From an optimization exercise on the open Yosys and OpenROAD flow, aimed at small area; shortcuts taken in it are not production practice.
The RTL was checked by simulation tests, not by an equivalence proof against the original design.
Power and IR drop assume default switching activity.

==> flow/config.mk <==
export PLATFORM = sky130hd
export DESIGN_NAME = Top
export DESIGN_NICKNAME = Top
export VERILOG_FILES = /design/flow/design.v
export SDC_FILE = /design/flow/constraint.sdc
export NUM_CORES = 4
export LEC_CHECK = 0
export CAP_MARGIN = 20
export CORE_MARGIN = 2
export CORE_UTILIZATION = 60
export CTS_BUF_LIST = sky130_fd_sc_hd__clkbuf_4 sky130_fd_sc_hd__clkbuf_8
export GPL_TIMING_DRIVEN = 0
export SLEW_MARGIN = 20
==> flow/flow/run.sh <==
#!/bin/bash
# Own layout flow: the standard synthesis, then the combinational logic
# between the (untouched) registers is re-mapped by ABC for area, then the
# standard ORFS layout from floorplan on, with 1x buffers on the ports.
# Each tool's output goes to a log file in this folder.
set -euo pipefail
W=$(pwd)
R=$W/orfs/results/$FLOW_PLATFORM/Top/base
LIB=$FLOW_HOME/platforms/$FLOW_PLATFORM/lib/sky130_fd_sc_hd__tt_025C_1v80.lib

# 1. standard synthesis
bash standard.sh synth > $W/run_synth.log 2>&1

# 2. re-map the logic between registers; registers and tie cells are kept as
#    black boxes, so their names and cell types stay as synthesis gave them
cp $R/1_2_yosys.v $W/std_netlist.v
DONTUSE=$(grep -oE "sky130_fd_sc_hd__(lpflow|probe)[a-z0-9_]*" $LIB | sort -u | sed 's/^/-dont_use /' | tr '\n' ' ')
KEEP=$(grep -oE "sky130_fd_sc_hd__(e?dfx|e?dfr|e?dfs|sdf|dl|conb)[a-z0-9_]*" $W/std_netlist.v | sort -u | tr '\n' ' ')
cat > $W/resyn.ys <<YS
read_liberty -ignore_miss_func $LIB
blackbox $KEEP
read_verilog $W/std_netlist.v
hierarchy -check -top $FLOW_TOP
flatten
opt -full
abc -liberty $LIB -script $W/flow/area.abc $DONTUSE
opt_clean -purge
stat -liberty $LIB
write_verilog -noattr -nohex -nodec $W/resyn_netlist.v
YS
yosys -s $W/resyn.ys > $W/run_resyn.log 2>&1

# 3. prove the re-mapped netlist equal to the standard one
cat > $W/equiv.ys <<YS
read_liberty -ignore_miss_func $LIB
read_verilog $W/std_netlist.v
rename $FLOW_TOP gold
read_verilog $W/resyn_netlist.v
rename $FLOW_TOP gate
hierarchy -check
flatten
opt_clean
equiv_make gold gate eq
hierarchy -top eq
equiv_simple -seq 2
equiv_status -assert
YS
if yosys -s $W/equiv.ys > $W/run_equiv.log 2>&1 &&
   [ "$(grep -c 'dfxtp\|edfxtp' $W/std_netlist.v)" = "$(grep -c 'dfxtp\|edfxtp' $W/resyn_netlist.v)" ]; then
  cp $W/resyn_netlist.v $R/1_2_yosys.v
  rm -f $R/1_synth.odb
else
  echo "re-mapped netlist not proven equal; using the standard netlist" >> $W/run_equiv.log
fi

# 4. layout from the netlist, 1x buffers on the ports
export BUFFER_PORTS_ARGS="-buffer_cell sky130_fd_sc_hd__buf_1"
bash standard.sh > $W/run_layout.log 2>&1
==> flow/flow/area.abc <==
strash
&get -n
&fraig -x
&put
scorr
dc2
strash
&get -n
&deepsyn -T 60
&put
strash
&get -n
&dch -f
&nf -R 1000
&put
strash
&get -n
&dch -f
&nf -R 1000
&put
strash
&get -n
&dch -f
&nf -R 1000
&put
strash
&get -n
&dch -f
&nf -R 1000
&put
strash
&get -n
&dch -f
&nf -R 1000
&put
==> flow/constraint.sdc <==
create_clock -name core_clock -period 10.0 [get_ports {CLK}]
set_input_delay 2.0000 -clock core_clock [delete_from_list [all_inputs] [get_ports {CLK}]]
set_output_delay 2.0000 -clock core_clock [all_outputs]
set_load 0.01 [all_outputs]
==> flow/standard.sh <==
#!/bin/bash
# synth_recipe.tcl (not shown) runs the flow's synth.tcl, then flattens the netlist and writes it again
# the make line also repeats each setting of config.mk as NAME=value (left out here)
make -C /OpenROAD-flow-scripts/flow DESIGN_CONFIG=/design/flow/config.mk WORK_HOME=/design/flow/orfs CLKGATE_MAP_FILE= SYNTH_SCRIPT=/design/flow/synth_recipe.tcl "${@:-finish}"
==> flow/design.v <==
`timescale 1ns / 1ps
module Top(
    input CLK,RST,BTNC,BTNU,BTNL,BTNR,BTND,
    input [15:0] SW,
    output [15:0] LED,
    output [7:0] SSEG_CA,
    output [7:0] SSEG_AN
    );
    reg [20:0] Counter;
    wire Tick  = Counter[1] & Counter[0];
    wire Flash = Counter[6];
    wire Slide = Counter[9];
    wire Slow  = Counter[10];
    wire [2:0] Point = Counter[4:2];
    reg [20:1] Rc;
    wire [3:0] R0 = {Rc[2],Rc[4],Rc[7],Rc[3]};
    wire [3:0] R1 = {Rc[6],Rc[7],Rc[19],Rc[1]};
    wire [3:0] R2 = {Rc[5],Rc[9],Rc[13],Rc[20]};
    wire [3:0] R3 = {Rc[8],Rc[11],Rc[16],Rc[12]};
    always @(posedge CLK) begin
        if (RST) begin
            Counter <= 21'd0;
        end else begin
            Counter <= Counter + 21'd1;
        end
    end
    always @(posedge CLK) begin
            if (BTNC)
                {Rc[20],Rc[19],Rc[16],Rc[13],Rc[12],Rc[11],Rc[9:1]} <=
                {Counter[20],Counter[19],Counter[16],Counter[13],Counter[12],Counter[11],Counter[9:1]};
    end
    localparam [3:0] S_IDLE  = 4'd0,  S_ANIM0 = 4'd1,  S_ANIM  = 4'd2,  S_ANS0  = 4'd3,
                     S_ANS   = 4'd4,  S_GUESS = 4'd5,  S_BAD   = 4'd6,  S_GOOD  = 4'd7,
                     S_SLIDE = 4'd8,  S_NEXT  = 4'd9,  S_WINF  = 4'd10, S_WIN   = 4'd11,
                     S_LOSEF = 4'd12, S_LOSE  = 4'd13, S_LOSEL = 4'd14, S_STUCK = 4'd15;
    reg [3:0] State;
    reg [3:0] P0, P1, P2, P3;    
    reg LV;                      
    reg [4:0] P4, P5, P6, P7;
    reg [3:0] Value;
    reg [2:0] iG;       
    reg [1:0] iD;
    reg [4:0] Score;
    reg [2:0] Check_win;
    reg Lx, Ly, Lz;    
    reg [3:0] Vsw;
    integer k;
    always @(*) begin
        Vsw = Value;
        for (k = 0; k < 16; k = k + 1)
            if (SW[k]) Vsw = k[3:0];
    end
    reg [3:0] Rsel;
    always @(*) begin
        case (iD)
            2'd0: Rsel = R0;
            2'd1: Rsel = R1;
            2'd2: Rsel = R2;
            default: Rsel = R3;
        endcase
    end
    wire guess = BTND & Slow;
    wire [2:0] iG1 = iG + 3'd1;
    wire Z5 = (Counter[5:2] == 4'd0);
    wire Z8 = Z5 & (Counter[8:6] == 3'd0);
    wire Z9 = Z8 & ~Counter[9];
    wire Flash_last = Counter[6] ^ Z5;
    wire Slow_last  = Counter[10] ^ Z9;
    wire Slide_edge = Z8;           
    wire [2:0] iGa = (State == S_ANIM && Flash_last == iG[0]) ? iG1 : iG;
    always @(posedge CLK) begin
        if (RST) begin
            State <= S_IDLE;
            P0 <= 4'd0;
            LV <= 1'b0;
            Value <= 4'd0;
            Score <= 5'b10001;
            Check_win <= 3'd0;
            {Lx,Ly,Lz} <= 3'b000;
        end else if (Tick) begin
            case (State)
            S_IDLE: begin
                {P0,P1,P2,P3} <= 16'd0; LV <= 1'b0;
                {P4,P5,P6,P7} <= 20'd0;
                iG <= 3'd0;
                iD <= 2'd3;
                if (BTNC) State <= S_ANIM0;
            end
            S_ANIM0, S_ANIM: begin
                P0 <= R0; P1 <= R1; P2 <= R2; P3 <= R3; LV <= 1'b1;
                {P4,P5,P6,P7} <= 20'd0;
                iG <= iGa;
                State <= (Flash == iGa[0] && iGa == 3'd7) ? S_ANS0 : S_ANIM;
            end
            S_ANS0, S_ANS: begin
                if (BTNR) begin
                    P0 <= R0; P1 <= R1; P2 <= R2; P3 <= R3; LV <= 1'b1;
                end else begin
                    {P0,P1,P2,P3} <= 16'd0; LV <= 1'b0;
                end
                {P4,P5,P6,P7} <= 20'd0;
                State <= S_ANS;
                if (!Flash) begin
                    iG <= 3'd0;
                    iD <= 2'd3;
                    State <= S_GUESS;
                end
            end
            S_GUESS: begin
                if (guess) begin
                    Value <= Vsw;
                    if (Vsw != Rsel) begin
                        case (iG[1:0])
                            2'd0: P7 <= {1'b1,Vsw};
                            2'd1: P6 <= {1'b1,Vsw};
                            2'd2: P5 <= {1'b1,Vsw};
                            default: P4 <= {1'b1,Vsw};
                        endcase
                        {Lx,Ly,Lz} <= (Vsw > Rsel) ? 3'b001 : 3'b010;
                        State <= S_BAD;
                    end else begin
                        {Lx,Ly,Lz} <= 3'b111;
                        State <= S_GOOD;
                    end
                end
            end
            S_BAD: begin
                if (!Slow && !BTND) begin
                    iG <= iG1;
                    State <= (iG == 3'd3) ? S_LOSEF : S_GUESS;
                end
            end
            S_GOOD: begin
                if (!Slide) State <= S_SLIDE;
            end
            S_SLIDE: begin
                if (Slide_edge) begin
                    {Lx,Ly,Lz} <= 3'b000;
                    iG <= iG1;
                    if (iG1 == {1'b1,~iD}) State <= S_NEXT;
                end
            end
            S_NEXT: begin
                if (!Slide) begin
                    {P4,P5,P6,P7} <= 20'd0;
                    case (iD)
                        2'd0: P0 <= Value;
                        2'd1: P1 <= Value;
                        2'd2: P2 <= Value;
                        default: P3 <= Value;
                    endcase
                    iD <= iD - 2'd1;
                    iG <= 3'd0;
                    if (iD == 2'd0) begin
                        LV <= 1'b1;
                        State <= S_WINF;
                        Score <= Score + 5'd1;
                    end else
                        State <= S_GUESS;
                end
            end
            S_WINF, S_WIN: begin
                if (State == S_WINF) Check_win <= Check_win + 3'd1;
                if (BTNC) State <= S_IDLE;
                else State <= S_WIN;
                if (Slow && (State == S_WINF || !Slow_last)) begin
                    {Lx,Ly,Lz} <= 3'b110;
                    P0 <= R0; P1 <= R1; P2 <= R2; P3 <= R3; LV <= 1'b1;
                    P6 <= Score;
                    P5 <= 5'b10000;
                    P4 <= 5'b10000;
                    if (Score == 5'b10110) begin
                        State <= S_IDLE;
                        Score <= 5'b10000;
                    end else
                        State <= BTNC ? S_ANIM0 : S_WIN;
                end
                if (!Slow && State == S_WIN && Slow_last) begin
                    {Lx,Ly,Lz} <= 3'b000;
                    {P0,P1,P2,P3} <= 16'd0; LV <= 1'b0;
                    {P4,P5,P6,P7} <= 20'd0;
                    State <= BTNC ? S_STUCK : S_WIN;
                end
            end
            S_LOSEF, S_LOSE, S_LOSEL: begin
                if (State == S_LOSEF && Check_win != 3'd0)
                    Check_win <= Check_win - 3'd1;
                if (BTNC) State <= S_IDLE;
                else if (State == S_LOSEF) State <= (Check_win == 3'd0) ? S_LOSEL : S_LOSE;
                if (State == S_LOSEF || !Slow_last) begin
                    if (Check_win <= 3'd5) Score <= {2'b10,Check_win};
                    if (Slow) begin
                        State <= (State == S_LOSEL) ? S_IDLE :
                                 (State == S_LOSEF && Check_win == 3'd0) ? S_LOSEL : S_LOSE;
                        P7 <= 5'b11111;
                        P6 <= 5'b10000;
                        P5 <= 5'b10000;
                        P4 <= 5'b10000;
                        P0 <= R0; P1 <= R1; P2 <= R2; P3 <= R3; LV <= 1'b1;
                    end
                end else if (!Slow) begin
                    {P4,P5,P6,P7} <= 20'd0;
                end
            end
            default: begin
                {Lx,Ly,Lz} <= 3'b100;
            end
            endcase
        end
    end
    wire L15 = Lz, L0 = Ly, Lhi = Lx & Lz, Lodd = Lx, Leven = Lx & Ly;
    assign LED = {L15, Lhi,Lhi,Lhi,Lhi,Lhi,Lhi,Lhi,
                  Lodd,Leven,Lodd,Leven,Lodd,Leven,Lodd, L0};
    wire [2:0] Off = (State == S_ANIM || State == S_ANS0) ? {~iG[2], iG[1:0]} : 3'd0;
    wire [3:0] q = {1'b0,Point} + {Off[2],Off};
    reg [4:0] Cell;
    always @(*) begin
        case (q[2:0])
            3'd0: Cell = {LV, P0};
            3'd1: Cell = {LV | (iD == 2'd0), P1};
            3'd2: Cell = {LV | ~iD[1], P2};
            3'd3: Cell = {LV | (iD != 2'd3), P3};
            3'd4: Cell = P4;
            3'd5: Cell = P5;
            3'd6: Cell = P6;
            default: Cell = P7;
        endcase
        if (q[3]) Cell = 5'd0;
    end
    wire ovl = (State == S_GOOD || State == S_SLIDE || State == S_NEXT) && (Point == ~iG);
    wire [4:0] Disp = ovl ? {1'b1,Value} : Cell;
    assign SSEG_AN = Disp[4] ? ~(8'b00000001 << Point) : 8'hFF;
    reg [6:0] Seg;
    always @(*) begin
        case (Disp[3:0])
            4'h0: Seg = 7'b0111111;
            4'h1: Seg = 7'b0000110;
            4'h2: Seg = 7'b1011011;
            4'h3: Seg = 7'b1001111;
            4'h4: Seg = 7'b1100110;
            4'h5: Seg = 7'b1101101;
            4'h6: Seg = 7'b1111101;
            4'h7: Seg = 7'b0000111;
            4'h8: Seg = 7'b1111111;
            4'h9: Seg = 7'b1100111;
            4'hA: Seg = 7'b1110111;
            4'hB: Seg = 7'b1111100;
            4'hC: Seg = 7'b0111001;
            4'hD: Seg = 7'b1011110;
            4'hE: Seg = 7'b1111001;
            default: Seg = 7'b1110001;
        endcase
    end
    assign SSEG_CA = {1'b1, ~Seg};
endmodule
==> summary.md, run 1 <==
| Metric | Value |
|---|---|
| Outcome | complete, no violations |
| Cell Rows | 33 |
| VDD IR max | 0.0950 mV |
| GRT overflow | 0 |
| Fin crit period | 7.05 ns |
| Post-CTS Setup Bufs | 0 |
| Antenna Nets Post-Route | 0 |
| Met3 global-route usage | under 10% |
| Die H | 95.5 microns |
| Worst Path Buf+Inv | 3 |
| IO Port Bufs | slightly above 50 |
| Max Cap Viol | 0 |
| Layout cells sized above 1 | under 10% |
| # DRC | 0 |
| Pwr dens | approximately 140 nW/um^2 |
| Total CTS buffers | 9 |
| H-Tree Depth | 3 |
| Routed WL per cell | between 15 and 20 microns |
| Sink of the worst hold path | P0[1]$_SDFFE_PP0P_ |
| Setup TNS | 0 ns |
| Worst-path fanout max | 19 |
| Slowest-stage cell, CP | dfxtp_1 |
| Die area | 9130 sq um |
| Hold Path Depth | 2 |
| Ant diodes | 0 |
| Nets | 647 |
| Type of origin of the critical path | flip-flop |
| Vias in the first global route | 4078 |
| HPWL after DPL | 9700 microns |
| Worst r2r dst | P7[4]$_DFFE_PP_ |
| Mapped Nets | 585 |
| Final setup fails | 0 |
| R2R Setup Slk | approximately 6.3 ns |
| Cells after Synth | 562 |
| Root Buffer | clkbuf_8 |
| Antenna violations before repair | 0 |
| Leak pwr | 1.96 nW |
| Initial Utilization | about three fifths |
| Final worst-path cycle share | roughly 70% |
| Worst hold margin | between 0.4 and 0.5 ns |
| Fillcell total | 711 |
| DR pass1 iterations | 5 |
| Busiest layer in global routing | met2 |
| Syn avg cell area | 8.94 sq um |
| Crit Path Category | reg2out |
| Resized cells post-CTS | 0 |
| Core area | 8180 sq um |
| RSZ-0062 raised after global routing | false |
| CP delay by family, top | compound AO/OA/AOI/OAI gates |
| R2r worst-path depth | 23 |
| Top-level port count | 55 |
| Slew Viols, Final | 0 |
| Largest net degree at the start of global routing | 43 |
| Die Wd | about 96 microns |
| Max clock buf depth | 2 |
| Slew headroom | 30.9% |
| # hold bufs at CTS | 0 |
| Global-route wire length before repair | between 20000 and 25000 microns |
| GPL Wtd Cong | between 0.9 and 1 |
| Worst r2r src | Value[0]$_SDFFE_PP0P_ |
| Mapped cell area | 5030 sq um |
| Worst Hold Class | reg2reg |
| Final WL | between 10000 and 15000 microns |
| Arr. time, crit path | about 5.1 ns |
| Clk_skew | ~0.015 ns |
| Worst-Margin Slew | 1.04 ns |
| P&R area growth vs syn | 10.3% |
| Yosys warning count | 1 |
| Crit-path max cell delay | 0.72 ns |
| Worst-path cell chain | nand2b_1 -> nor2_1 -> o21ai_0 -> a21oi_1 -> xor2_1 -> nand2_1 -> o22ai_1 -> or3_1 -> o21ai_0 -> a22oi_1 -> clkinv_1 -> nor2_1 -> clkinv_1 -> o21ai_0 -> a21oi_1 -> a21oi_1 -> a22o_1 -> a221oi_1 -> buf_1 |
| Reg clk slew, reported paths | between 0.1 and 0.15 ns |
| GRT Util Overall | 29.6% |
| CTS tree | yes |
| Hold path startpoint | P0[1]$_SDFFE_PP0P_ |
| Met1 GRT Util | 40.3% |
| Via density | 6.36 |
| CP endpoint kind | primary output |
| Overall via count from detail_route | 4670 |
| Worst Path Required | 8.00 ns |
| Sink Count | 97 |
| Final Hold Viols | 0 |
| DRT iter0 DRCs | around 440 |
| Clock Latency Late Sink | 0.37 ns |
| Fmax | 142 MHz |
| GR Layer Usage met2 | between 40% and 50% |
## final cells by class
| class | instances | area [sq um] | area share (%) |
|---|---|---|---|
| clock buffers | 9 | 124 | 2.23 |
| clock inverters | 7 | 70.1 | 1.26 |
| inverters | 9 | 33.8 | 0.609 |
| multi-input cells | 456 | 2530 | 45.6 |
| flip-flops and latches | 97 | 2460 | 44.4 |
| well taps | 105 | 131 | 2.37 |
| repair buffers | 51 | 193 | 3.48 |
## tightest hold or removal path, delay by kind of cell (launching register included)
kind          cells  cell delay (ns)
flops             1             0.33
simple gates      2             0.09
## cells in the final DEF (no fill, tap or decap), drive strengths merged, types with 2 or more instances in the layout
| master | count |
|---|---|
| nor2 | 77 |
| nand2 | 73 |
| edfxtp | 52 |
| a21oi | 52 |
| buf | 51 |
| dfxtp | 45 |
| o21ai | 31 |
| nor3 | 27 |
| nand3 | 17 |
| a22o | 16 |
| and3 | 14 |
| o22ai | 13 |
| and2 | 11 |
| clkinv | 11 |
| xnor2 | 10 |
| nand2b | 10 |
| o21a | 9 |
| clkbuf | 9 |
| nor2b | 8 |
| a211oi | 8 |
| a222oi | 7 |
| a22oi | 7 |
| or2 | 6 |
| xor2 | 6 |
| a31oi | 5 |
| nor4 | 5 |
| a21o | 5 |
| o21bai | 4 |
| or3 | 4 |
| inv | 4 |
| nor3b | 3 |
| o31ai | 3 |
| o41ai | 2 |
| nand3b | 2 |
| nand4 | 2 |
| o221ai | 2 |
| a32o | 2 |
## state kept, by name, summed over array words and instances, names as in the netlist, 4 cells and up
name	flops
P5	5
P2	4
Rc	15
P7	5
P4	5
Value	4
Score	5
P3	4
P6	5
State	4
Counter	21
P0	4
P1	4
## power breakdown
part	total (mW)	leakage, nW	internal (mW)	switching (mW)
registers	0.435	0.843	0.425	0.0104
logic	0.0785	1.02	0.0272	0.0513
clock network	0.249	0.0955	0.0973	0.151
## worst max path at each step
stage          cells after the start             startpoint          to  slack, ns
3_3_place_gp                      17  State[1]$_SDFFE_PP0P_  SSEG_CA[6]       3.71
2_1_floorplan                     16  State[2]$_SDFFE_PP0P_  SSEG_CA[6]       4.30
3_5_place_dp                      19  State[1]$_SDFFE_PP0P_  SSEG_CA[6]       3.52
4_1_cts                           19  State[1]$_SDFFE_PP0P_  SSEG_CA[6]       3.11
6_report                          19  State[1]$_SDFFE_PP0P_  SSEG_CA[6]       2.95
5_1_grt                           19  State[1]$_SDFFE_PP0P_  SSEG_CA[6]       2.54
## metrics by stage
step           instance area, sq um  std cells  power, mW  worst slack [ns]  utilization (%)
4_1_cts                        5540        734      0.764              3.11             67.8
6_report                       5540        734      0.763              2.95             67.8
2_1_floorplan                  5030        562      0.493              4.30                -
3_5_place_dp                   5350        718      0.521              3.52             65.4
3_3_place_gp                   5350        718      0.518              3.71             65.4
5_1_grt                        5540        734      0.794              2.54             67.8
## layer usage
metal  part of all wire (%)  vias to the layer above  routed length [microns]
met4                    1.2                        0                      163
met5                      0                        -                        0
met2                     48                      227                     6310
met1                     42                     2174                     5510
li1                       -                     2251                        -
met3                    8.5                       18                     1120
==> run 2: changes to the inputs <==
==> flow/config.mk (replaced) <==
export PLATFORM = sky130hd
export DESIGN_NAME = Top
export DESIGN_NICKNAME = Top
export VERILOG_FILES = /design/flow/design.v
export SDC_FILE = /design/flow/constraint.sdc
export NUM_CORES = 4
export LEC_CHECK = 0
export CAP_MARGIN = 0
export CORE_MARGIN = 2
export CORE_UTILIZATION = 60
export CTS_BUF_LIST = sky130_fd_sc_hd__clkbuf_8
export GPL_TIMING_DRIVEN = 0
export SLEW_MARGIN = 0
==> summary.md, run 2 <==
| Metric | Value |
|---|---|
| Worst-Margin Slew | 1.14 ns (+0.102 ns) |
| Total CTS buffers | 9 (unchanged) |
| Routed WL per cell | 18.0 microns (+0.88%) |
| Root Buffer | clkbuf_8 |
| Reg clk slew, reported paths | 0.11 ns (about the same) |
| H-Tree Depth | 3 (unchanged) |
| R2r worst-path depth | 13 (-43%) |
| Worst-path fanout max | 23 (+4) |
| Yosys warning count | 1 (unchanged) |
| # DRC | 0 (unchanged) |
| Syn avg cell area | 8.75 sq um (-2.1%) |
| Fin crit period | 6.53 ns (-0.522 ns) |
| Hold path startpoint | Counter[16]$_SDFF_PP0_ |
| Clk pwr share | 33.5% (+0.9 points) |
| Pwr dens | 141 nW/um^2 (+2.4%) |
| Ant diodes | 0 (unchanged) |
| Core area | 8090 sq um (-1.0%) |
| Mapped cell area | 4940 sq um (-1.6%) |
| # hold bufs at CTS | 0 (unchanged) |
| Largest register FFs | 21 (unchanged) |
| Max Cap Viol | 0 (unchanged) |
| Die H | 94.8 microns (-0.78%) |
| Slew headroom | 23.4% (-7.5 points) |
| GRT overflow | 0 (unchanged) |
| Worst Hold Class | reg2reg |
| Final setup fails | 0 (unchanged) |
| Top-level port count | 55 (unchanged) |
| Layout cells sized above 1 | 2.69% (-0.013 points) |
| Clock Latency Late Sink | 0.37 ns (about the same) |
| Arr. time, crit path | 4.53 ns (-0.52 ns) |
| VDD IR max | 0.0782 mV (-18%) |
| Commonest non-fill, non-tap cell in the layout | nand2_1 |
| Final Hold Viols | 0 (unchanged) |
| Sink Count | 97 (unchanged) |
| Initial Utilization | 61.1% (-0.38 points) |
| HPWL after DPL | 9810 microns (+1.1%) |
| Final worst-path cycle share | 65.3% (-5.2 points) |
| Overall via count from detail_route | 4654 (-0.34%) |
| Type of origin of the critical path | flip-flop |
| Fillcell total | 690 (-3.0%) |
| Antenna violations before repair | 0 (unchanged) |
| IO Port Bufs | 51 (unchanged) |
| Largest net degree at the start of global routing | 41 (-4.7%) |
| Fmax | 153 MHz (+8.0%) |
| Post-CTS Setup Bufs | 0 (unchanged) |
| Register area | 2460 sq um (unchanged) |
| Combinational share of power | 9.8% (-0.5 points) |
| DR pass1 iterations | 5 (unchanged) |
| Antenna Nets Post-Route | 0 (unchanged) |
| Clk_skew | 0.0122 ns (-0.00268 ns) |
| Final WL | 13300 microns (+1.3%) |
| Cell Rows | 33 (unchanged) |
| CP endpoint kind | primary output |
| CTS tree | yes |
| Cells after Synth | 565 (+0.53%) |
| Sequential share of power | 56.7% (-0.4 points) |
| Resized cells post-CTS | 0 (unchanged) |
| Sw frac | 28.5% (+0.59 points) |
| GPL Wtd Cong | 0.986 (+1.5%) |
| GRT Util Overall | 30.5% (+0.95 points) |
| P&R area growth vs syn | 10.7% |
| Area of the multi-input gates | 2410 sq um (-4.5%) |
| Global-route wire length before repair | 20900 microns (+2.0%) |
| R2R Setup Slk | 6.05 ns (-0.21 ns) |
| RSZ-0062 raised after global routing | false |
| Outcome | complete, no violations |
| Commonest cells after routing, fill and taps aside | 84 x nand2_1, 73 x nor2_1, 52 x edfxtp_1, 50 x a21oi_1, 50 x buf_1 |
| Setup ws final | 3.47 ns (+0.522 ns) |
| Nets | 650 (+0.46%) |
| Die area | 8980 sq um (-1.6%) |
| Switch Pwr | 0.220 mW (+3.2%) |
| DRT iter0 DRCs | 408 (-7.5%) |
| Worst r2r dst | P4[0]$_DFFE_PP_ |
| Die Wd | 94.8 microns (-0.78%) |
| Via density | 6.31 (-0.75%) |
| Leak pwr | 1.94 nW (-0.96%) |
| Hold Path Depth | 0 (-2) |
| Setup TNS | 0 ns (unchanged) |
| Worst hold margin | 0.467 ns (+0.0138 ns) |
| Worst Path Required | 8.00 ns (about the same) |
| Cell Int Power | 0.551 mW (+0.20%) |
| Mapped Nets | 588 (+0.51%) |
| Sink of the worst hold path | Rc[16]$_DFFE_PP_ |
| Most flops, register | Counter |
| Slew Viols, Final | 0 (unchanged) |
| Crit Path Category | reg2out |
| Vias in the first global route | 4175 (+2.4%) |
| Worst r2r src | Value[1]$_SDFFE_PP0P_ |
| Pre-CTS WS | 3.92 ns (+0.402 ns) |
| Max clock buf depth | 2 (unchanged) |
## run 2: cell count changes in the layout (fill, tap and decap cells not counted), moves of 6 or more
| cell | before | now |
|---|---|---|
| clkinv_1 | 9 | 18 |
| a222oi_1 | 7 | 1 |
| a22o_1 | 16 | 10 |
| nand3_1 | 17 | 25 |
| nand2_1 | 73 | 84 |
| o221ai_1 | 2 | 8 |
## run 2: worst max path at each step
stage | start | endpoint | slack, ns
final | State[2]$_SDFFE_PP0P_ | SSEG_CA[3] | 3.47
after global routing | State[2]$_SDFFE_PP0P_ | SSEG_CA[3] | 3.07
after CTS | State[2]$_SDFFE_PP0P_ | SSEG_CA[3] | 3.50
after detailed placement | State[2]$_SDFFE_PP0P_ | SSEG_CA[3] | 3.92
after global placement | State[2]$_SDFFE_PP0P_ | SSEG_CA[3] | 4.05
after floorplan | State[2]$_SDFFE_PP0P_ | SSEG_CA[3] | 4.95
## run 2: final cells by class
cell class | instances | area share (%)
Sequential cell | 97 | 45.0
Multi-Input combinational cell | 450 | 44.1
Timing Repair Buffer | 51 | 3.52
Tap cell | 105 | 2.40
Clock buffer | 9 | 2.26
Clock inverter | 7 | 1.44
Inverter | 18 | 1.23
## run 2: power by group through the flow
stage                     Sequential, mW  Combinational [mW]  Clock (mW)
after global placement             0.446              0.0707           0
after CTS                          0.437              0.0736       0.260
after floorplan                    0.442              0.0488           0
after global routing               0.438              0.0828       0.276
final                              0.437              0.0751       0.258
after detailed placement           0.446              0.0732           0
## run 2: critical path, stage by stage, from the launching register on
cell and delay (ns):
dfxtp_1 0.82, clkinv_1 0.40, nand2_1 0.22, nor2_1 0.10, nand2_1 0.17, xor2_1 0.34, nor2_1 0.13, a222oi_1 0.36
o21ai_0 0.19, a22oi_1 0.22, o21ai_0 0.23, nand2b_1 0.27, nor2_1 0.14, nor2_1 0.09, nand2_1 0.14, nand2_1 0.07
a21oi_1 0.11, buf_1 0.16
## run 2: through the flow
stage               instances  util (%)  power (mW)  area (sq um)
CTS                       737      67.6       0.770          5470
global route              737      67.6       0.796          5470
finish                    737      67.6       0.771          5470
floorplan                 565         -       0.491          4940
detailed placement        721      65.1       0.519          5270
global placement          721      65.1       0.517          5270
## run 2: layer usage
layer,part of all wire [%],vias up,global-route usage [%]
li1,-,2232,-
met1,42,2148,42.6
met2,47,246,49.5
met3,8.9,28,4.55
met4,1.9,0,9.06
met5,0,-,0
==> run 3: changes to the inputs <==
--- a/flow/config.mk
+++ b/flow/config.mk
@@ -5,9 +5,9 @@
 export SDC_FILE = /design/flow/constraint.sdc
 export NUM_CORES = 4
 export LEC_CHECK = 0
-export CAP_MARGIN = 0
+export CAP_MARGIN = 20
 export CORE_MARGIN = 2
 export CORE_UTILIZATION = 60
 export CTS_BUF_LIST = sky130_fd_sc_hd__clkbuf_8
 export GPL_TIMING_DRIVEN = 0
-export SLEW_MARGIN = 0
+export SLEW_MARGIN = 20
==> summary.md, run 3 <==
| Metric | Value |
|---|---|
| Combinational share of power | 9.8% (about the same) |
| Commonest non-fill, non-tap cell in the layout | nand2_1 |
| Die H | 94.8 microns (unchanged) |
| Sw frac | 28.5% (unchanged) |
| Cells after Synth | 565 (unchanged) |
| CP delay by family, top | simple AND/OR/NAND/NOR gates |
| Fin area | 5470 sq um (unchanged) |
| Worst Path Buf+Inv | 2 (unchanged) |
| Mapped Nets | 588 (unchanged) |
| Yosys warning count | 1 (unchanged) |
| Sink Count | 97 (unchanged) |
| VDD IR max | 0.0782 mV (unchanged) |
| Layout cells sized above 1 | 2.69% (unchanged) |
| Crit-path max cell delay | 0.82 ns (about the same) |
| Final setup fails | 0 (unchanged) |
| Type of origin of the critical path | flip-flop |
| Outcome | complete, no violations |
| Pwr dens | 141 nW/um^2 (unchanged) |
| Die area | 8980 sq um (unchanged) |
| GRT Util Overall | 30.5% (unchanged) |
| Final Hold Viols | 0 (unchanged) |
| Area of the multi-input gates | 2410 sq um (unchanged) |
| Sink of the worst hold path | Rc[16]$_DFFE_PP_ |
| DRT iter0 DRCs | 408 (unchanged) |
| RSZ-0062 raised after global routing | false |
| Fillcell total | 690 (unchanged) |
| GPL Wtd Cong | 0.986 (unchanged) |
| Antenna violations before repair | 0 (unchanged) |
| Cell Rows | 33 (unchanged) |
| Slew Viols, Final | 0 (unchanged) |
| Nets | 650 (unchanged) |
| Arr. time, crit path | 4.53 ns (about the same) |
| Most flops, register | Counter |
| Cell Int Power | 0.551 mW (unchanged) |
| Leak pwr | 1.94 nW (unchanged) |
| Syn avg cell area | 8.75 sq um (unchanged) |
| Crit Path Category | reg2out |
| Vias in the first global route | 4175 (unchanged) |
| Overall via count from detail_route | 4654 (unchanged) |
| Max clock buf depth | 2 (unchanged) |
| Worst r2r dst | P4[0]$_DFFE_PP_ |
| R2R Setup Slk | 6.05 ns (about the same) |
| Initial Utilization | 61.1% (unchanged) |
| CP endpoint kind | primary output |
| Reg clk slew, reported paths | 0.11 ns (about the same) |
| Clock Latency Late Sink | 0.37 ns (about the same) |
| Max Cap Viol | 0 (unchanged) |
| Hold path startpoint | Counter[16]$_SDFF_PP0_ |
| Clk_skew | 0.0122 ns (unchanged) |
| H-Tree Depth | 3 (unchanged) |
| Switch Pwr | 0.220 mW (unchanged) |
| DP Area | 5270 sq um (unchanged) |
| Worst-path cell chain | clkinv_1 -> nand2_1 -> nor2_1 -> nand2_1 -> xor2_1 -> nor2_1 -> a222oi_1 -> o21ai_0 -> a22oi_1 -> o21ai_0 -> nand2b_1 -> nor2_1 -> nor2_1 -> nand2_1 -> nand2_1 -> a21oi_1 -> buf_1 |
| R2r worst-path depth | 13 (unchanged) |
| Setup TNS | 0 ns (unchanged) |
| P&R area growth vs syn | 10.7% (unchanged) |
| Sequential share of power | 56.7% (about the same) |
| Post-CTS Setup Bufs | 0 (unchanged) |
| Fmax | 153 MHz (unchanged) |
| Top-level port count | 55 (unchanged) |
| Ant diodes | 0 (unchanged) |
| GRT overflow | 0 (unchanged) |
| Largest net degree at the start of global routing | 41 (unchanged) |
| IO Port Bufs | 51 (unchanged) |
| Core area | 8090 sq um (unchanged) |
| Mapped cell area | 4940 sq um (unchanged) |
| # hold bufs at CTS | 0 (unchanged) |
| CTS tree | yes |
| Clk pwr share | 33.5% (about the same) |
| # DRC | 0 (unchanged) |
| Hold Path Depth | 0 (unchanged) |
| Register area | 2460 sq um (unchanged) |
| Antenna Nets Post-Route | 0 (unchanged) |
| Final worst-path cycle share | 65.3% (unchanged) |
| Slew headroom | 23.4% (unchanged) |
| Die Wd | 94.8 microns (unchanged) |
| Slowest-stage cell, CP | dfxtp_1 |
| Commonest cells after routing, fill and taps aside | 84 x nand2_1, 73 x nor2_1, 52 x edfxtp_1, 50 x a21oi_1, 50 x buf_1 |
| Root Buffer | clkbuf_8 |
| HPWL after DPL | 9810 microns (unchanged) |
| Worst r2r src | Value[1]$_SDFFE_PP0P_ |
| Fin crit period | 6.53 ns (unchanged) |
| Worst Path Required | 8.00 ns (about the same) |
| Worst-path fanout max | 23 (unchanged) |
| Final WL | 13300 microns (unchanged) |
| Total CTS buffers | 9 (unchanged) |
| Worst Hold Class | reg2reg |
| DR pass1 iterations | 5 (unchanged) |
| Worst-Margin Slew | 1.14 ns (unchanged) |
| Via density | 6.31 (unchanged) |
| Routed WL per cell | 18.0 microns (unchanged) |
| Largest register FFs | 21 (unchanged) |
| Global-route wire length before repair | 20900 microns (unchanged) |
| Resized cells post-CTS | 0 (unchanged) |
-- run 3: stage by stage --
step	util (%)	setup slack, ns	power, mW	std cells	hold WS, ns
6_report	67.6	3.47	0.771	737	0.467
5_1_grt	67.6	3.07	0.796	737	0.486
4_1_cts	67.6	3.50	0.770	737	0.471
3_5_place_dp	65.1	3.92	0.519	721	0.441
3_3_place_gp	65.1	4.05	0.517	721	0.433
2_1_floorplan	-	4.95	0.491	565	0.423
-- run 3: worst max path at each step --
| stage | start | to | slack, ns | cells after the start |
|---|---|---|---|---|
| 6_report | State[2]$_SDFFE_PP0P_ | SSEG_CA[3] | 3.47 | 17 |
| 3_5_place_dp | State[2]$_SDFFE_PP0P_ | SSEG_CA[3] | 3.92 | 17 |
| 2_1_floorplan | State[2]$_SDFFE_PP0P_ | SSEG_CA[3] | 4.95 | 16 |
| 4_1_cts | State[2]$_SDFFE_PP0P_ | SSEG_CA[3] | 3.50 | 17 |
| 5_1_grt | State[2]$_SDFFE_PP0P_ | SSEG_CA[3] | 3.07 | 17 |
| 3_3_place_gp | State[2]$_SDFFE_PP0P_ | SSEG_CA[3] | 4.05 | 17 |
-- run 3: power by group through the flow --
| stage | clock network (mW) | registers [mW] | logic [mW] |
|---|---|---|---|
| finish | 0.258 | 0.437 | 0.0751 |
| global route | 0.276 | 0.438 | 0.0828 |
| CTS | 0.260 | 0.437 | 0.0736 |
| detailed placement | 0 | 0.446 | 0.0732 |
| global placement | 0 | 0.446 | 0.0707 |
| floorplan | 0 | 0.442 | 0.0488 |
-- run 3: layer usage --
metal  track usage (%)  wire (microns)  part of all wire, %
met1              42.6            5610                   42
met2              49.5            6240                   47
met3              4.55            1180                  8.9
met4              9.06             247                  1.9
met5                 0               0                    0
-- run 3: cell type report --
class	count	area share, %
flip-flops and latches	97	45.0
well taps	105	2.40
multi-input cells	450	44.1
clock inverters	7	1.44
repair buffers	51	3.52
clock buffers	9	2.26
inverters	18	1.23
==> run 4: changes to the inputs <==
--- a/flow/flow/run.sh
+++ b/flow/flow/run.sh
@@ -55,4 +55,5 @@
 
 # 4. layout from the netlist, 1x buffers on the ports
 export BUFFER_PORTS_ARGS="-buffer_cell sky130_fd_sc_hd__buf_1"
+export CTS_ARGS="-sink_clustering_enable -repair_clock_nets -sink_clustering_size 12 -sink_clustering_max_diameter 40 -buf_list sky130_fd_sc_hd__clkbuf_4 -root_buf sky130_fd_sc_hd__clkbuf_8"
 bash standard.sh > $W/run_layout.log 2>&1
==> summary.md, run 4 <==
| Metric | Value |
|---|---|
| VDD IR max | 0.0782 mV (unchanged) |
| Arr. time, crit path | 4.53 ns (about the same) |
| Clk pwr share | 33.5% (about the same) |
| P&R area growth vs syn | 10.7% (unchanged) |
| Cells after Synth | 565 (unchanged) |
| # DRC | 0 (unchanged) |
| GRT Util Overall | 30.5% (unchanged) |
| Switch Pwr | 0.220 mW (unchanged) |
| Root Buffer | clkbuf_8 |
| Clk_skew | 0.0122 ns (unchanged) |
| Global-route wire length before repair | 20900 microns (unchanged) |
| Commonest cells after routing, fill and taps aside | 84 x nand2_1, 73 x nor2_1, 52 x edfxtp_1, 50 x a21oi_1, 50 x buf_1 |
| GPL Wtd Cong | 0.986 (unchanged) |
| CTS tree | yes |
| DRT iter0 DRCs | 408 (unchanged) |
| CP endpoint kind | primary output |
| Worst Path Required | 8.00 ns (about the same) |
| Vias in the first global route | 4175 (unchanged) |
| Worst-path fanout max | 23 (unchanged) |
| Most flops, register | Counter |
| Slew headroom | 23.4% (unchanged) |
| Fmax | 153 MHz (unchanged) |
| Cell Rows | 33 (unchanged) |
| Largest register FFs | 21 (unchanged) |
| Final setup fails | 0 (unchanged) |
| Syn avg cell area | 8.75 sq um (unchanged) |
| Total CTS buffers | 9 (unchanged) |
| DR pass1 iterations | 5 (unchanged) |
| Fin crit period | 6.53 ns (unchanged) |
| Leak pwr | 1.94 nW (unchanged) |
| Fillcell total | 690 (unchanged) |
| Mapped cell area | 4940 sq um (unchanged) |
| DP Cell Count | 721 (unchanged) |
| Slowest-stage cell, CP | dfxtp_1 |
| Die area | 8980 sq um (unchanged) |
| Final WL | 13300 microns (unchanged) |
| Nets | 650 (unchanged) |
| Sink Count | 97 (unchanged) |
| Antenna violations before repair | 0 (unchanged) |
| Die Wd | 94.8 microns (unchanged) |
| Routed WL per cell | 18.0 microns (unchanged) |
| Ant diodes | 0 (unchanged) |
| Worst Hold Class | reg2reg |
| Post-Layout Cell Count | 737 (unchanged) |
| Pwr dens | 141 nW/um^2 (unchanged) |
| Via density | 6.31 (unchanged) |
| Reg clk slew, reported paths | 0.11 ns (about the same) |
| Final worst-path cycle share | 65.3% (unchanged) |
| Crit Path Category | reg2out |
| Overall via count from detail_route | 4654 (unchanged) |
| Sw frac | 28.5% (unchanged) |
| H-Tree Depth | 3 (unchanged) |
| Area of the multi-input gates | 2410 sq um (unchanged) |
| Initial Utilization | 61.1% (unchanged) |
| Cell Int Power | 0.551 mW (unchanged) |
| Worst Path Buf+Inv | 2 (unchanged) |
| Combinational share of power | 9.8% (about the same) |
| Clock Latency Late Sink | 0.37 ns (about the same) |
| Slew Viols, Final | 0 (unchanged) |
| Crit. path cell count | 17 (unchanged) |
| Type of origin of the critical path | flip-flop |
| Layout cells sized above 1 | 2.69% (unchanged) |
| Worst-path cell chain | clkinv_1 -> nand2_1 -> nor2_1 -> nand2_1 -> xor2_1 -> nor2_1 -> a222oi_1 -> o21ai_0 -> a22oi_1 -> o21ai_0 -> nand2b_1 -> nor2_1 -> nor2_1 -> nand2_1 -> nand2_1 -> a21oi_1 -> buf_1 |
| RSZ-0062 raised after global routing | false |
| Yosys warning count | 1 (unchanged) |
| CP delay by family, top | simple AND/OR/NAND/NOR gates |
| Core area | 8090 sq um (unchanged) |
| Post-CTS Setup Bufs | 0 (unchanged) |
| Crit-path max cell delay | 0.82 ns (about the same) |
| HPWL after DPL | 9810 microns (unchanged) |
| Commonest non-fill, non-tap cell in the layout | nand2_1 |
| Worst-Margin Slew | 1.14 ns (unchanged) |
| Resized cells post-CTS | 0 (unchanged) |
| Final Hold Viols | 0 (unchanged) |
| Outcome | complete, no violations |
| IO Port Bufs | 51 (unchanged) |
| Sequential share of power | 56.7% (about the same) |
| Die H | 94.8 microns (unchanged) |
| # hold bufs at CTS | 0 (unchanged) |
| Largest net degree at the start of global routing | 41 (unchanged) |
| GRT overflow | 0 (unchanged) |
| Setup TNS | 0 ns (unchanged) |
| Max Cap Viol | 0 (unchanged) |
| R2r worst-path depth | 13 (unchanged) |
| Mapped Nets | 588 (unchanged) |
| Max clock buf depth | 2 (unchanged) |
| Hold Path Depth | 0 (unchanged) |
| Antenna Nets Post-Route | 0 (unchanged) |
| Register area | 2460 sq um (unchanged) |
| Top-level port count | 55 (unchanged) |
run 4: power by group through the flow:
stage	logic, mW	clock network [mW]	registers, mW
2_1_floorplan	0.0488	0	0.442
6_report	0.0751	0.258	0.437
3_3_place_gp	0.0707	0	0.446
4_1_cts	0.0736	0.260	0.437
3_5_place_dp	0.0732	0	0.446
5_1_grt	0.0828	0.276	0.438
run 4: area by class of cell:
type / count / area share [%]
Timing Repair Buffer: 51 / 3.52
Inverter: 18 / 1.23
Tap cell: 105 / 2.40
Sequential cell: 97 / 45.0
Clock buffer: 9 / 2.26
Clock inverter: 7 / 1.44
Multi-Input combinational cell: 450 / 44.1
run 4: path summary, 6_finish.rpt:
kind,startpoint,endpoint,slack [ns]
setup / recovery,State[2]$_SDFFE_PP0P_,SSEG_CA[3],3.47
hold / removal,Counter[16]$_SDFF_PP0_,Rc[16]$_DFFE_PP_,0.47
setup reg to reg,Value[1]$_SDFFE_PP0P_,P4[0]$_DFFE_PP_,6.05
hold reg to reg,Counter[16]$_SDFF_PP0_,Rc[16]$_DFFE_PP_,0.47
run 4: layer usage:
layer | vias to the layer above | GRT usage, % | part of all wire, % | wire length, microns
li1 | 2232 | - | - | -
met1 | 2148 | 42.6 | 42 | 5610
met2 | 246 | 49.5 | 47 | 6240
met3 | 28 | 4.55 | 8.9 | 1180
met4 | 0 | 9.06 | 1.9 | 247
met5 | - | 0 | 0 | 0
run 4: per-stage QoR:
step | total power [mW] | instance area, sq um | util [%] | hold slack, ns | setup slack, ns
after floorplan | 0.491 | 4940 | - | 0.423 | 4.95
after global placement | 0.517 | 5270 | 65.1 | 0.433 | 4.05
after detailed placement | 0.519 | 5270 | 65.1 | 0.441 | 3.92
after CTS | 0.770 | 5470 | 67.6 | 0.471 | 3.50
after global routing | 0.796 | 5470 | 67.6 | 0.486 | 3.07
final | 0.771 | 5470 | 67.6 | 0.467 | 3.47
run 4: worst reg2reg max path, stage by stage (launching register included):
cell,delay [ns]
dfxtp_1,0.45
nor3b_1,0.24
o31ai_1,0.09
a211oi_1,0.24
nor3_1,0.07
o31ai_1,0.73
nand2_1,0.19
nand3_1,0.15
o221ai_1,0.12
nand2_1,0.13
o21ai_0,0.20
or3_1,0.56
nand2_1,0.15
o21ai_0,0.30
==> run 5: changes to the inputs <==
--- a/flow/design.v
+++ b/flow/design.v
@@ -40,7 +40,7 @@
     reg [3:0] Value;
     reg [2:0] iG;       
     reg [1:0] iD;
-    reg [4:0] Score;
+    reg [4:0] Score;    
     reg [2:0] Check_win;
     reg Lx, Ly, Lz;    
     reg [3:0] Vsw;
@@ -74,7 +74,7 @@
             P0 <= 4'd0;
             LV <= 1'b0;
             Value <= 4'd0;
-            Score <= 5'b10001;
+            Score <= 5'b00001;
             Check_win <= 3'd0;
             {Lx,Ly,Lz} <= 3'b000;
         end else if (Tick) begin
@@ -166,12 +166,12 @@
                 if (Slow && (State == S_WINF || !Slow_last)) begin
                     {Lx,Ly,Lz} <= 3'b110;
                     P0 <= R0; P1 <= R1; P2 <= R2; P3 <= R3; LV <= 1'b1;
-                    P6 <= Score;
+                    P6 <= {~Score[4], Score[3:0]};
                     P5 <= 5'b10000;
                     P4 <= 5'b10000;
-                    if (Score == 5'b10110) begin
+                    if (Score == 5'b00110) begin
                         State <= S_IDLE;
-                        Score <= 5'b10000;
+                        Score <= 5'b00000;
                     end else
                         State <= BTNC ? S_ANIM0 : S_WIN;
                 end
@@ -188,7 +188,7 @@
                 if (BTNC) State <= S_IDLE;
                 else if (State == S_LOSEF) State <= (Check_win == 3'd0) ? S_LOSEL : S_LOSE;
                 if (State == S_LOSEF || !Slow_last) begin
-                    if (Check_win <= 3'd5) Score <= {2'b10,Check_win};
+                    if (Check_win <= 3'd5) Score <= {2'b00,Check_win};
                     if (Slow) begin
                         State <= (State == S_LOSEL) ? S_IDLE :
                                  (State == S_LOSEF && Check_win == 3'd0) ? S_LOSEL : S_LOSE;
==> flow/flow/run.sh (replaced) <==
#!/bin/bash
# Own layout flow: the standard synthesis, then the combinational logic
# between the (untouched) registers is re-mapped by ABC for area (four runs
# with different seeds in parallel; the smallest one proven equal to the
# standard netlist is kept), then the standard ORFS layout from floorplan on,
# with 1x buffers on the ports. Each tool's output goes to a log file here.
set -euo pipefail
W=$(pwd)
R=$W/orfs/results/$FLOW_PLATFORM/Top/base
LIB=$FLOW_HOME/platforms/$FLOW_PLATFORM/lib/sky130_fd_sc_hd__tt_025C_1v80.lib

# 1. standard synthesis
bash standard.sh synth > $W/run_synth.log 2>&1

# 2. re-map the logic between registers; registers and tie cells are kept as
#    black boxes, so their names and cell types stay as synthesis gave them
cp $R/1_2_yosys.v $W/std_netlist.v
DONTUSE=$(grep -oE "sky130_fd_sc_hd__(lpflow|probe)[a-z0-9_]*" $LIB | sort -u | sed 's/^/-dont_use /' | tr '\n' ' ')
KEEP=$(grep -oE "sky130_fd_sc_hd__(e?dfx|e?dfr|e?dfs|sdf|dl|conb)[a-z0-9_]*" $W/std_netlist.v | sort -u | tr '\n' ' ')
NFF=$(grep -c 'dfxtp\|edfxtp' $W/std_netlist.v)
for S in 0 1 2 3; do
  sed "s/-S SEED/-S $S/" $W/flow/area.abc > $W/area_$S.abc
  cat > $W/resyn_$S.ys <<YS
read_liberty -ignore_miss_func $LIB
blackbox $KEEP
read_verilog $W/std_netlist.v
hierarchy -check -top $FLOW_TOP
flatten
opt -full
abc -liberty $LIB -script $W/area_$S.abc $DONTUSE
opt_clean -purge
tee -o $W/resyn_$S.stat stat -liberty $LIB
write_verilog -noattr -nohex -nodec $W/resyn_$S.v
YS
  (yosys -s $W/resyn_$S.ys > $W/run_resyn_$S.log 2>&1 || true) &
done
wait

# 3. keep the smallest result that is proven equal to the standard netlist
USED=none
for S in $(for S in 0 1 2 3; do
             A=$(grep -s "Chip area" $W/resyn_$S.stat | awk '{print $NF}')
             [ -n "$A" ] && echo "$A $S"
           done | sort -n | awk '{print $2}'); do
  cat > $W/equiv_$S.ys <<YS
read_liberty -ignore_miss_func $LIB
read_verilog $W/std_netlist.v
rename $FLOW_TOP gold
read_verilog $W/resyn_$S.v
rename $FLOW_TOP gate
hierarchy -check
flatten
opt_clean
equiv_make gold gate eq
hierarchy -top eq
equiv_simple -seq 2
equiv_status -assert
YS
  if yosys -s $W/equiv_$S.ys > $W/run_equiv_$S.log 2>&1 &&
     [ "$NFF" = "$(grep -c 'dfxtp\|edfxtp' $W/resyn_$S.v)" ]; then
    cp $W/resyn_$S.v $R/1_2_yosys.v
    rm -f $R/1_synth.odb
    USED=$S
    break
  fi
done
echo "re-mapped netlist used: $USED" > $W/run_choice.log

# 4. layout from the netlist, 1x buffers on the ports
export BUFFER_PORTS_ARGS="-buffer_cell sky130_fd_sc_hd__buf_1"
bash standard.sh > $W/run_layout.log 2>&1
--- a/flow/flow/area.abc
+++ b/flow/flow/area.abc
@@ -6,7 +6,7 @@
 dc2
 strash
 &get -n
-&deepsyn -T 60
+&deepsyn -T 60 -S SEED
 &put
 strash
 &get -n
==> summary.md, run 5 <==
| Metric | Value |
|---|---|
| Slew headroom | 28.3% (+4.9 points) |
| # DRC | 0 (unchanged) |
| Met1 GRT Util | 42.4% (-0.18 points) |
| Mapped cell area | 4940 sq um (-0.18%) |
| Largest register FFs | 21 (unchanged) |
| Commonest cells after routing, fill and taps aside | 96 x nand2_1, 73 x nor2_1, 52 x edfxtp_1, 50 x buf_1, 49 x a21oi_1 |
| Commonest non-fill, non-tap cell in the layout | nand2_1 |
| Final setup fails | 0 (unchanged) |
| P&R area growth vs syn | 10.8% |
| Top-level port count | 55 (unchanged) |
| GR Layer Usage met2 | 46.0% (-3.5 points) |
| Pwr dens | 139 nW/um^2 (-1.2%) |
| HPWL after DPL | 9750 microns (-0.55%) |
| Leak pwr | 2.01 nW (+3.6%) |
| DR pass1 iterations | 6 (+1) |
| IO Port Bufs | 51 (unchanged) |
| Antenna violations before repair | 0 (unchanged) |
| Global-route wire length before repair | 20500 microns (-2.0%) |
| Max clock buf depth | 2 (unchanged) |
| Root Buffer | clkbuf_8 |
| Clock Latency Late Sink | 0.37 ns (about the same) |
| GRT Util Overall | 30.0% (-0.56 points) |
| Setup TNS | 0 ns (unchanged) |
| Syn avg cell area | 8.64 sq um (-1.2%) |
| Fillcell total | 685 (-0.72%) |
| Die H | 94.7 microns (about the same) |
| # hold bufs at CTS | 0 (unchanged) |
| Resized cells post-CTS | 0 (unchanged) |
| Routed WL per cell | 17.7 microns (-1.7%) |
| CTS tree | yes |
| Final WL | 13200 microns (-0.86%) |
| Worst Hold Class | reg2reg |
| Fin util | 67.6% (unchanged) |
| GRT overflow | 0 (unchanged) |
| H-Tree Depth | 3 (unchanged) |
| Most flops, register | Counter |
| Vias in the first global route | 4058 (-2.8%) |
| Cell Rows | 33 (unchanged) |
| RSZ-0062 raised after global routing | false |
| Die Wd | 94.7 microns (about the same) |
| Worst-path fanout max | 28 (+22%) |
| Met3 global-route usage | 6.38% (+1.8 points) |
| Clk_skew | 0.0129 ns (+0.000691 ns) |
| Type of origin of the critical path | flip-flop |
| Yosys warning count | 1 (unchanged) |
| Core area | 8090 sq um (unchanged) |
| Nets | 656 (+0.92%) |
| Total CTS buffers | 9 (unchanged) |
| Cells after Synth | 571 (+1.1%) |
| GPL Wtd Cong | 0.987 (+0.14%) |
| Outcome | complete, no violations |
| Fin crit period | 7.44 ns (+0.917 ns) |
| Ant diodes | 0 (unchanged) |
| Initial Utilization | 61.0% (-0.11 points) |
| Mapped Nets | 594 (+1.0%) |
| CP endpoint kind | primary output |
| DRT iter0 DRCs | 534 (+31%) |
| Busiest layer in global routing | met2 |
| Worst-Margin Slew | 1.08 ns (-0.0630 ns) |
| Via density | 6.35 (+0.56%) |
| Overall via count from detail_route | 4718 (+1.4%) |
| Die area | 8970 sq um (-0.17%) |
| Worst Path Required | 8.00 ns (about the same) |
| Antenna Nets Post-Route | 0 (unchanged) |
| Largest net degree at the start of global routing | 41 (unchanged) |
| Final worst-path cycle share | 74.4% (+9.2 points) |
| Max Cap Viol | 0 (unchanged) |
| Sink Count | 97 (unchanged) |
| Fmax | 134 MHz (-12%) |
| Post-CTS Setup Bufs | 0 (unchanged) |
| VDD IR max | 0.0889 mV (+14%) |
| Area of the multi-input gates | 2460 sq um (+1.8%) |
| Arr. time, crit path | 5.44 ns (+0.91 ns) |
| Final Hold Viols | 0 (unchanged) |
| Register area | 2460 sq um (unchanged) |
| Layout cells sized above 1 | 2.82% (+0.13 points) |
| Slew Viols, Final | 0 (unchanged) |
| Reg clk slew, reported paths | 0.11 ns (about the same) |
| Crit Path Category | reg2out |
| Tot Pwr | 0.761 mW (-1.2%) |
==> run 5: power by group <==
| part | internal [mW] | switching, mW |
|---|---|---|
| Combinational | 0.0228 | 0.0481 |
| Sequential | 0.425 | 0.00830 |
| Clock | 0.0999 | 0.157 |
==> run 5: final timing paths <==
kind / startpoint / to / slack, ns / cells past startpoint
max: State[2]$_SDFFE_PP0P_ / SSEG_CA[1] / 2.56 / 15
max reg2reg: State[2]$_SDFFE_PP0P_ / State[0]$_SDFFE_PP0P_ / 6.18 / 14
min reg2reg: Counter[0]$_SDFF_PP0_ / Counter[0]$_SDFF_PP0_ / 0.46 / 1
min: Counter[0]$_SDFF_PP0_ / Counter[0]$_SDFF_PP0_ / 0.46 / 1
==> run 5: layout make-up <==
class                   instances  area share, %
clock buffers                   9           2.26
flip-flops and latches         97           45.0
well taps                     105           2.40
multi-input cells             468           44.9
repair buffers                 51           3.52
inverters                       6          0.412
clock inverters                 7           1.49
==> run 5: layer usage <==
metal	routed length (microns)	vias up
li1	-	2259
met1	5580	2189
met2	6160	240
met3	1160	30
met4	272	0
met5	0	-
==> run 5: worst max-delay path: stages (launching register included) <==
cell	delay, ns
dfxtp_1	0.95
nand2_1	0.40
o21ai_0	0.75
and3_1	0.48
nor2_1	0.08
o21ai_0	0.19
nor2_1	0.26
a222oi_1	0.44
nand3_1	0.12
a22oi_1	0.45
nor2b_1	0.17
and2_0	0.24
nand2_1	0.13
o21ai_0	0.10
a21oi_1	0.14
buf_1	0.17
==> run 5: through the flow <==
step | std cells | setup slack (ns) | area [sq um] | hold WS, ns
after floorplan | 571 | 4.44 | 4940 | 0.407
after global placement | 727 | 3.35 | 5260 | 0.427
after detailed placement | 727 | 3.27 | 5260 | 0.442
after CTS | 743 | 2.82 | 5470 | 0.470
after global routing | 743 | 2.18 | 5470 | 0.479
final | 743 | 2.56 | 5470 | 0.464
==> run 6: changes to the inputs <==
--- a/flow/flow/run.sh
+++ b/flow/flow/run.sh
@@ -68,4 +68,6 @@
 
 # 4. layout from the netlist, 1x buffers on the ports
 export BUFFER_PORTS_ARGS="-buffer_cell sky130_fd_sc_hd__buf_1"
+# clock tree as the standard flow builds it, without dummy balancing loads
+export CTS_ARGS="-sink_clustering_enable -repair_clock_nets -buf_list sky130_fd_sc_hd__clkbuf_8 -dont_use_dummy_load"
 bash standard.sh > $W/run_layout.log 2>&1
==> summary.md, run 6 <==
| Metric | Value |
|---|---|
| GRT Util Overall | 30.0% (about the same) |
| Initial Utilization | 61.0% (unchanged) |
| Most flops, register | Counter |
| Global-route wire length before repair | 20500 microns (-0.30%) |
| Die H | 94.7 microns (unchanged) |
| CP delay by family, top | compound AO/OA/AOI/OAI gates |
| Commonest non-fill, non-tap cell in the layout | nand2_1 |
| Nets | 656 (unchanged) |
| Largest register FFs | 21 (unchanged) |
| Crit-path max cell delay | 0.96 ns (about the same) |
| Slew headroom | 29.3% (+0.99 points) |
| Syn avg cell area | 8.64 sq um (unchanged) |
| Cell Rows | 33 (unchanged) |
| IO Port Bufs | 51 (unchanged) |
| Worst-Margin Slew | 1.06 ns (-0.0148 ns) |
| Layout cells sized above 1 | 1.90% (-0.92 points) |
| Pwr dens | 131 nW/um^2 (-6.1%) |
| Final Hold Viols | 0 (unchanged) |
| Commonest cells after routing, fill and taps aside | 96 x nand2_1, 73 x nor2_1, 52 x edfxtp_1, 50 x buf_1, 49 x a21oi_1 |
| Final worst-path cycle share | 73.9% (-0.52 points) |
| Total CTS buffers | 9 (unchanged) |
| Clock Latency Late Sink | 0.38 ns (about the same) |
| Cell repeated most along the worst path | o21ai_0 |
| Max Used Layer | met4 |
| Ant diodes | 0 (unchanged) |
| Sink Count | 97 (unchanged) |
| Crit Path Category | reg2out |
| # DRC | 0 (unchanged) |
| CTS tree | yes |
| H-Tree Depth | 3 (unchanged) |
| CP endpoint kind | primary output |
| Via density | 6.37 (+0.29%) |
| DR pass1 iterations | 7 (+1) |
| Mapped Nets | 594 (unchanged) |
| Antenna Nets Post-Route | 0 (unchanged) |
| Top-level port count | 55 (unchanged) |
| Largest net degree at the start of global routing | 41 (unchanged) |
| Worst-path cell chain | nand2_1 -> o21ai_0 -> and3_1 -> nor2_1 -> o21ai_0 -> nor2_1 -> a222oi_1 -> nand3_1 -> a22oi_1 -> nor2b_1 -> and2_0 -> nand2_1 -> o21ai_0 -> a21oi_1 -> buf_1 |
| Outcome | complete, no violations |
| RSZ-0062 raised after global routing | false |
| Routed wl met3 | 1270 microns (+10%) |
| GRT overflow | 0 (unchanged) |
| Routed WL per cell | 17.8 microns (+0.25%) |
| Max clock buf depth | 2 (unchanged) |
| Vias in the first global route | 4015 (-1.1%) |
| Worst Path Buf+Inv | 1 (unchanged) |
| Die Wd | 94.7 microns (unchanged) |
| Post-CTS Setup Bufs | 0 (unchanged) |
| Type of origin of the critical path | flip-flop |
| Fin crit period | 7.39 ns (-0.0519 ns) |
| Metal2 WL | 6070 microns (-1.3%) |
| GPL Wtd Cong | 0.987 (unchanged) |
| Worst-path fanout max | 28 (unchanged) |
| Cells after Synth | 571 (unchanged) |
| Resized cells post-CTS | 0 (unchanged) |
| Antenna violations before repair | 0 (unchanged) |
| DRT iter0 DRCs | 439 (-18%) |
| Setup TNS | 0 ns (unchanged) |
| Slew Viols, Final | 0 (unchanged) |
| Slowest-stage cell, CP | dfxtp_1 |
| Arr. time, crit path | 5.39 ns (-0.05 ns) |
| Max Cap Viol | 0 (unchanged) |
| Worst Path Required | 8.00 ns (about the same) |
| # hold bufs at CTS | 0 (unchanged) |
| Yosys warning count | 1 (unchanged) |
| WL met1 | 5510 microns (-1.2%) |
| Tot Pwr | 0.705 mW (-7.4%) |
| VDD IR max | 0.0823 mV (-7.4%) |
| Fmax | 135 MHz (+0.70%) |
| Final WL | 13100 microns (-0.69%) |
| Die area | 8970 sq um (unchanged) |
| P&R area growth vs syn | 9.35% |
| Final setup fails | 0 (unchanged) |
| Leak pwr | 1.97 nW (-1.8%) |
| Mapped cell area | 4940 sq um (unchanged) |
| Root Buffer | clkbuf_8 |
| HPWL after DPL | 9750 microns (unchanged) |
| Clk_skew | 0.0336 ns (+0.0207 ns) |
| Overall via count from detail_route | 4687 (-0.66%) |
| Core area | 8090 sq um (unchanged) |
| Reg clk slew, reported paths | 0.11 ns (about the same) |
| Worst Hold Class | reg2reg |
[run 6: where the power goes]
| group | leakage, nW | switching [mW] | total (mW) | internal (mW) |
|---|---|---|---|---|
| Sequential | 0.838 | 0.00829 | 0.434 | 0.425 |
| Clock | 0.0647 | 0.120 | 0.201 | 0.0809 |
| Combinational | 1.07 | 0.0479 | 0.0707 | 0.0228 |
[run 6: metrics by stage]
step / util, % / worst slack [ns] / cell area, sq um / instances / hold slack [ns]
finish: 66.7 / 2.61 / 5400 / 736 / 0.444
global route: 66.7 / 2.26 / 5400 / 736 / 0.453
CTS: 66.5 / 2.86 / 5380 / 736 / 0.447
detailed placement: 65.0 / 3.27 / 5260 / 727 / 0.442
global placement: 65.0 / 3.35 / 5260 / 727 / 0.427
floorplan: - / 4.44 / 4940 / 571 / 0.407
[run 6: metal layers]
layer,vias to the layer above,GRT usage (%)
met3,27,6.30
li1,2244,-
met4,0,9.90
met2,250,45.7
met5,-,0
met1,2166,42.9
[run 6: path summary, 6_finish.rpt]
kind | depth (start not counted) | end | slack [ns] | start
max reg2reg | 14 | State[0]$_SDFFE_PP0P_ | 6.20 | State[2]$_SDFFE_PP0P_
min reg2reg | 0 | Rc[20]$_DFFE_PP_ | 0.44 | Counter[20]$_SDFF_PP0_
min | 0 | Rc[20]$_DFFE_PP_ | 0.44 | Counter[20]$_SDFF_PP0_
max | 15 | SSEG_CA[1] | 2.61 | State[2]$_SDFFE_PP0P_
[run 6: final cells by class]
class,count,area [sq um]
Multi-Input combinational cell,468,2460
Timing Repair Buffer,51,193
Inverter,6,22.5
Fill cell,694,2700
Clock buffer,9,124
Sequential cell,97,2460
Tap cell,105,131
==> run 7: changes to the inputs <==
--- a/flow/flow/run.sh
+++ b/flow/flow/run.sh
@@ -69,5 +69,5 @@
 # 4. layout from the netlist, 1x buffers on the ports
 export BUFFER_PORTS_ARGS="-buffer_cell sky130_fd_sc_hd__buf_1"
 # clock tree as the standard flow builds it, without dummy balancing loads
-export CTS_ARGS="-sink_clustering_enable -repair_clock_nets -buf_list sky130_fd_sc_hd__clkbuf_8 -dont_use_dummy_load"
+export CTS_ARGS="-sink_clustering_enable -repair_clock_nets -sink_clustering_size 30 -sink_clustering_max_diameter 100 -sink_clustering_levels 1 -buf_list sky130_fd_sc_hd__clkbuf_8 -dont_use_dummy_load"
 bash standard.sh > $W/run_layout.log 2>&1
==> summary.md, run 7 <==
| Metric | Value |
|---|---|
| Final setup fails | 0 (unchanged) |
| Worst-Margin Slew | 1.06 ns (unchanged) |
| Worst Path Required | 8.00 ns (about the same) |
| Worst-path fanout max | 28 (unchanged) |
| Top-level port count | 55 (unchanged) |
| DRT iter0 DRCs | 439 (unchanged) |
| Antenna violations before repair | 0 (unchanged) |
| Via density | 6.37 (unchanged) |
| HPWL after DPL | 9750 microns (unchanged) |
| Mapped Nets | 594 (unchanged) |
| GPL Wtd Cong | 0.987 (unchanged) |
| Fin crit period | 7.39 ns (unchanged) |
| Max Cap Viol | 0 (unchanged) |
| Sink Count | 97 (unchanged) |
| Global-route wire length before repair | 20500 microns (unchanged) |
| Die area | 8970 sq um (unchanged) |
| Pwr dens | 131 nW/um^2 (unchanged) |
| Cell Rows | 33 (unchanged) |
| Type of origin of the critical path | flip-flop |
| Overall via count from detail_route | 4687 (unchanged) |
| Largest net degree at the start of global routing | 41 (unchanged) |
| Nets | 656 (unchanged) |
| Total CTS buffers | 9 (unchanged) |
| Routed WL per cell | 17.8 microns (unchanged) |
| Fmax | 135 MHz (unchanged) |
| H-Tree Depth | 3 (unchanged) |
| Commonest cells after routing, fill and taps aside | 96 x nand2_1, 73 x nor2_1, 52 x edfxtp_1, 50 x buf_1, 49 x a21oi_1 |
| Setup TNS | 0 ns (unchanged) |
| Initial Utilization | 61.0% (unchanged) |
| Yosys warning count | 1 (unchanged) |
| Worst Hold Class | reg2reg |
| Die Wd | 94.7 microns (unchanged) |
| Slew headroom | 29.3% (unchanged) |
| Largest register FFs | 21 (unchanged) |
| CP endpoint kind | primary output |
| Leak pwr | 1.97 nW (unchanged) |
| Area of the multi-input gates | 2460 sq um (unchanged) |
| # hold bufs at CTS | 0 (unchanged) |
| Slew Viols, Final | 0 (unchanged) |
| Die H | 94.7 microns (unchanged) |
| Mapped cell area | 4940 sq um (unchanged) |
| Max clock buf depth | 2 (unchanged) |
| Cells after Synth | 571 (unchanged) |
| Commonest non-fill, non-tap cell in the layout | nand2_1 |
| Post-Layout Cell Count | 736 (unchanged) |
| Resized cells post-CTS | 0 (unchanged) |
| P&R area growth vs syn | 9.35% (unchanged) |
| Crit Path Category | reg2out |
| Arr. time, crit path | 5.39 ns (about the same) |
| GRT Util Overall | 30.0% (unchanged) |
| Final Hold Viols | 0 (unchanged) |
| Layout cells sized above 1 | 1.90% (unchanged) |
| Fin util | 66.7% (unchanged) |
| Syn avg cell area | 8.64 sq um (unchanged) |
| IO Port Bufs | 51 (unchanged) |
| Post-CTS Setup Bufs | 0 (unchanged) |
| Fillcell total | 694 (unchanged) |
| Vias in the first global route | 4015 (unchanged) |
| Clk_skew | 0.0336 ns (unchanged) |
| VDD IR max | 0.0823 mV (unchanged) |
| R2R Setup Slk | 6.20 ns (about the same) |
| DR pass1 iterations | 7 (unchanged) |
| Antenna Nets Post-Route | 0 (unchanged) |
| Tot Pwr | 0.705 mW (unchanged) |
| Most flops, register | Counter |
| GRT overflow | 0 (unchanged) |
| Final worst-path cycle share | 73.9% (unchanged) |
| Root Buffer | clkbuf_8 |
| Outcome | complete, no violations |
| Clock Latency Late Sink | 0.38 ns (about the same) |
| # DRC | 0 (unchanged) |
| Ant diodes | 0 (unchanged) |
| DP Cell Count | 727 (unchanged) |
| Final WL | 13100 microns (unchanged) |
| CTS tree | yes |
| Reg clk slew, reported paths | 0.11 ns (about the same) |
| Register area | 2460 sq um (unchanged) |
| Core area | 8090 sq um (unchanged) |
| RSZ-0062 raised after global routing | false |
run 7: path summary, 6_finish.rpt:
kind	end	cells after the start	start
min reg2reg	Rc[20]$_DFFE_PP_	0	Counter[20]$_SDFF_PP0_
max	SSEG_CA[1]	15	State[2]$_SDFFE_PP0P_
min	Rc[20]$_DFFE_PP_	0	Counter[20]$_SDFF_PP0_
max reg2reg	State[0]$_SDFFE_PP0P_	14	State[2]$_SDFFE_PP0P_
run 7: critical path: stages (launching register included):
cell and delay, ns:
dfxtp_1 0.96, nand2_1 0.39, o21ai_0 0.73, and3_1 0.48
nor2_1 0.08, o21ai_0 0.20, nor2_1 0.25, a222oi_1 0.44
nand3_1 0.12, a22oi_1 0.44, nor2b_1 0.17, and2_0 0.25
nand2_1 0.13, o21ai_0 0.10, a21oi_1 0.14, buf_1 0.17
run 7: final cells by class:
type                    instances  share of cell area [%]
clock buffers                   9                    2.29
inverters                       6                   0.417
multi-input cells             468                    45.7
repair buffers                 51                    3.57
well taps                     105                    2.43
flip-flops and latches         97                    45.6
run 7: per-layer routing:
layer / part of all wire [%] / up-vias / global-route usage, %
li1: - / 2244 / -
met1: 42 / 2166 / 42.9
met2: 46 / 250 / 45.7
met3: 9.7 / 27 / 6.30
met4: 1.6 / 0 / 9.90
met5: 0 / - / 0
run 7: where the power goes:
group,total [mW],switching [mW],internal (mW)
clock,0.201,0.120,0.0809
sequential,0.434,0.00829,0.425
combinational,0.0707,0.0479,0.0228
total,0.705,0.176,0.529
run 7: per-stage QoR:
stage	worst slack (ns)	cell area, sq um	hold slack (ns)
after floorplan	4.44	4940	0.407
after global placement	3.35	5260	0.427
after detailed placement	3.27	5260	0.442
after CTS	2.86	5380	0.447
after global routing	2.26	5400	0.453
final	2.61	5400	0.444

Re-timed with assumed drivers on the ports (clkbuf_16 on the clock, buf_2 on other inputs), run 7 has 2.576 ns of setup slack against 2.610 ns with ideal ports, and 2.969 ns once port delays also move by the mid clock arrival of 0.392 ns.
